What follows belongs to an exercise in optimizing a design on an open flow for small area and a short achievable clock period; a production flow would make more cautious choices. Only simulation tests tie the RTL to the original design; equivalence was not proved. Power figures rest on the tool's default switching activity, not on a simulated workload.

==> flow/design.v <==
module router (
    input logic clk,
    input logic rst_n,
    input logic [3:0]  req_i,
    input logic [31:0] data_n_i,
    input logic [31:0] data_s_i,
    input logic [31:0] data_e_i,
    input logic [31:0] data_w_i,
    input logic        yumi_i,
    output logic [31:0] data_o,
    output logic        valid_o,
    output logic        busy_o
);
    logic [31:0] buffer [0:63];
    logic [63:0] rsel;         
    logic [7:0]  wlo, whi;     
    logic [7:0]  wlo_g;        
    logic [6:0]  count;
    logic        empty;        
    logic full, write_en, read_en;
    logic [31:0] rdata;
    assign full     = count[6];
    assign write_en = (|req_i) && !full;
    assign read_en  = yumi_i && !empty;
    logic sel_n, sel_s, sel_e, sel_w;
    assign sel_n = req_i[0];
    assign sel_s = !req_i[0] && req_i[1];
    assign sel_e = !req_i[0] && !req_i[1] && req_i[2];
    assign sel_w = !req_i[0] && !req_i[1] && !req_i[2];
    logic [31:0] din_lo, din_hi;
    router_sel4 u_din_lo (.a(data_n_i), .b(data_s_i), .c(data_e_i), .d(data_w_i),
                          .sa(sel_n), .sb(sel_s), .sc(sel_e), .sd(sel_w), .y(din_lo));
    router_sel4 u_din_hi (.a(data_n_i), .b(data_s_i), .c(data_e_i), .d(data_w_i),
                          .sa(sel_n), .sb(sel_s), .sc(sel_e), .sd(sel_w), .y(din_hi));
    always_ff @(posedge clk) begin
        for (int h = 0; h < 8; h++)
            for (int l = 0; l < 8; l++)
                if (whi[h] && wlo_g[l]) buffer[8*h+l] <= (h < 4) ? din_lo : din_hi;
    end
    logic [31:0] grp_n [0:31];
    logic [31:0] or8 [0:7];
    logic [31:0] or16_n [0:3];
    for (genvar k = 0; k < 32; k++) begin : g_grp
        router_rd_grp2 u_grp (.d0(buffer[2*k]), .d1(buffer[2*k+1]),
                              .s0(rsel[2*k]), .s1(rsel[2*k+1]), .y_n(grp_n[k]));
    end
    for (genvar k = 0; k < 8; k++) begin : g_or8
        router_nand4 u_nand (.a(grp_n[4*k]), .b(grp_n[4*k+1]), .c(grp_n[4*k+2]), .d(grp_n[4*k+3]),
                             .y(or8[k]));
    end
    for (genvar k = 0; k < 4; k++) begin : g_or16
        router_nor2 u_nor (.a(or8[2*k]), .b(or8[2*k+1]), .y(or16_n[k]));
    end
    router_nand4 u_nand_last (.a(or16_n[0]), .b(or16_n[1]), .c(or16_n[2]), .d(or16_n[3]), .y(rdata));
    always_ff @(posedge clk) data_o <= rdata;
    logic [6:0] count_next;
    always_comb begin
        if (write_en && !read_en)      count_next = count + 7'd1;
        else if (!write_en && read_en) count_next = count - 7'd1;
        else                           count_next = count;
    end
    logic full_next;
    assign full_next = full ? !read_en : (count == 7'd63) && write_en && !read_en;
    logic [7:0] wlo_next;
    assign wlo_next = write_en ? {wlo[6:0], wlo[7]} : wlo;
    always_ff @(posedge clk or negedge rst_n) begin
        if (!rst_n) begin
            rsel    <= 64'd1;
            wlo     <= 8'd1;
            wlo_g   <= 8'd1;
            whi     <= 8'd1;
            count   <= 7'd0;
            empty   <= 1'b1;
            valid_o <= 1'b0;
            busy_o  <= 1'b0;
        end else begin
            valid_o <= read_en;
            busy_o  <= (count >= 7'd60);
            if (read_en) rsel <= {rsel[62:0], rsel[63]};
            wlo   <= wlo_next;
            wlo_g <= full_next ? 8'd0 : wlo_next;
            if (write_en && wlo[7]) whi <= {whi[6:0], whi[7]};
            count <= count_next;
            empty <= (empty && !write_en) || (count == 7'd1 && read_en && !write_en);
        end
    end
endmodule
module router_rd_grp2 (
    input  logic [31:0] d0, d1,
    input  logic        s0, s1,
    output logic [31:0] y_n
);
    assign y_n = ~(({32{s0}} & d0) | ({32{s1}} & d1));
endmodule
module router_nand4 (
    input  logic [31:0] a, b, c, d,
    output logic [31:0] y
);
    assign y = ~(a & b & c & d);
endmodule
module router_nor2 (
    input  logic [31:0] a, b,
    output logic [31:0] y
);
    assign y = ~(a | b);
endmodule
module router_sel4 (
    input  logic [31:0] a, b, c, d,
    input  logic        sa, sb, sc, sd,
    output logic [31:0] y
);
    assign y = ({32{sa}} & a) | ({32{sb}} & b) | ({32{sc}} & c) | ({32{sd}} & d);
endmodule
==> flow/config.mk <==
export PLATFORM = sky130hd
export DESIGN_NAME = router
export DESIGN_NICKNAME = router
export VERILOG_FILES = /design/flow/design.v
export SDC_FILE = /design/flow/constraint.sdc
export NUM_CORES = 4
export LEC_CHECK = 0
export ABC_CLOCK_PERIOD_IN_PS = 2300
export CAP_MARGIN = 20
export CORE_MARGIN = 2
export CORE_UTILIZATION = 60
export CTS_CLUSTER_DIAMETER = 80
export CTS_CLUSTER_SIZE = 25
export PLACE_DENSITY = 0.7
export SETUP_SLACK_MARGIN = 2.7
export SLEW_MARGIN = 20
export SYNTH_HIERARCHICAL = 1
export SYNTH_MINIMUM_KEEP_SIZE = 0
export TNS_END_PERCENT = 100
==> flow/constraint.sdc <==
create_clock -name core_clock -period 5.0 [get_ports {clk}]
set_input_delay 1.0000 -clock core_clock [delete_from_list [all_inputs] [get_ports {clk}]]
set_output_delay 1.0000 -clock core_clock [all_outputs]
set_load 0.01 [all_outputs]
standard.sh (not shown) runs the stock make flow with config.mk's settings and CLKGATE_MAP_FILE= SYNTH_SCRIPT=/design/flow/synth_recipe.tcl, a recipe that flattens the netlist after the stock synthesis.
==> flow/flow/run.sh <==
#!/bin/bash
set -euo pipefail
cd "$(dirname "$0")/.."
export BUFFER_PORTS_ARGS="-buffer_cell sky130_fd_sc_hd__buf_1"
export PRE_GLOBAL_ROUTE_TCL="$PWD/flow/pess_rc.tcl"
bash standard.sh > standard.log 2>&1
==> flow/flow/pess_rc.tcl <==
# Pessimistic wire parasitics for the timing repair after global routing: the platform's
# layer RC scaled by 1.25, so that repair leaves margin for the detailed route.
set_layer_rc -layer li1 -capacitance [expr {1.25*1.499e-04}] -resistance [expr {1.25*7.176e-02}]
set_layer_rc -layer met1 -capacitance [expr {1.25*1.72375E-04}] -resistance [expr {1.25*8.929e-04}]
set_layer_rc -layer met2 -capacitance [expr {1.25*1.36233E-04}] -resistance [expr {1.25*8.929e-04}]
set_layer_rc -layer met3 -capacitance [expr {1.25*2.14962E-04}] -resistance [expr {1.25*1.567e-04}]
set_layer_rc -layer met4 -capacitance [expr {1.25*1.48128E-04}] -resistance [expr {1.25*1.567e-04}]
set_layer_rc -layer met5 -capacitance [expr {1.25*1.54087E-04}] -resistance [expr {1.25*1.781e-05}]
Then changed:
==> flow/flow/run.sh (replaced) <==
#!/bin/bash
# The standard layout (standard.sh, unchanged synthesis and steps), with one difference:
# the port buffers that global placement inserts are plain sky130_fd_sc_hd__buf_1 cells
# instead of the default choice (clkdlybuf4s50_1 delay cells).
# The whole make output goes to standard.log; ORFS's per-step logs stay under orfs/logs.
set -euo pipefail
cd "$(dirname "$0")/.."
export BUFFER_PORTS_ARGS="-buffer_cell sky130_fd_sc_hd__buf_1"
bash standard.sh > standard.log 2>&1
removed: flow/flow/pess_rc.tcl
Power stays flat.
Synthesized area is unchanged.
Final cell count is about the same.
Fmax falls by about 3.5%.

[what the ideal ports hide]
The results above use ideal ports. As a check the final layouts listed here were re-extracted and re-timed, cells and wires unchanged.
Step 1 sets driving cells, clkbuf_16 on the clock port and buf_2 on the other inputs (assumed; they add their load-dependent delay and slew).
Step 2, shift: input delay + t, output delay - t, t = (earliest + latest rising clock arrival at the registers) / 2. This alone moves slack from input paths to output paths.
Three values: ideal ports, drivers, drivers and shift; two values: the first two.
run	shift t [ns]	setup slack, ns	worst hold slack (ns)	slew at the worst register clock pin (ns)	worst data-port slew with drivers (ns)
the first run	0.808	2.710 / 2.629 / 1.944	0.287 / 0.262 / 0.500	0.10 / 0.10	0.11
the second run	0.808	2.628 / 2.628 / 1.885	0.400 / 0.363 / 0.503	0.10 / 0.10	0.11
After both steps every run listed still meets setup and hold. For the first run, which loses most, drivers alone change the setup slack by -0.081 ns; drivers and shift together by -0.766 ns.
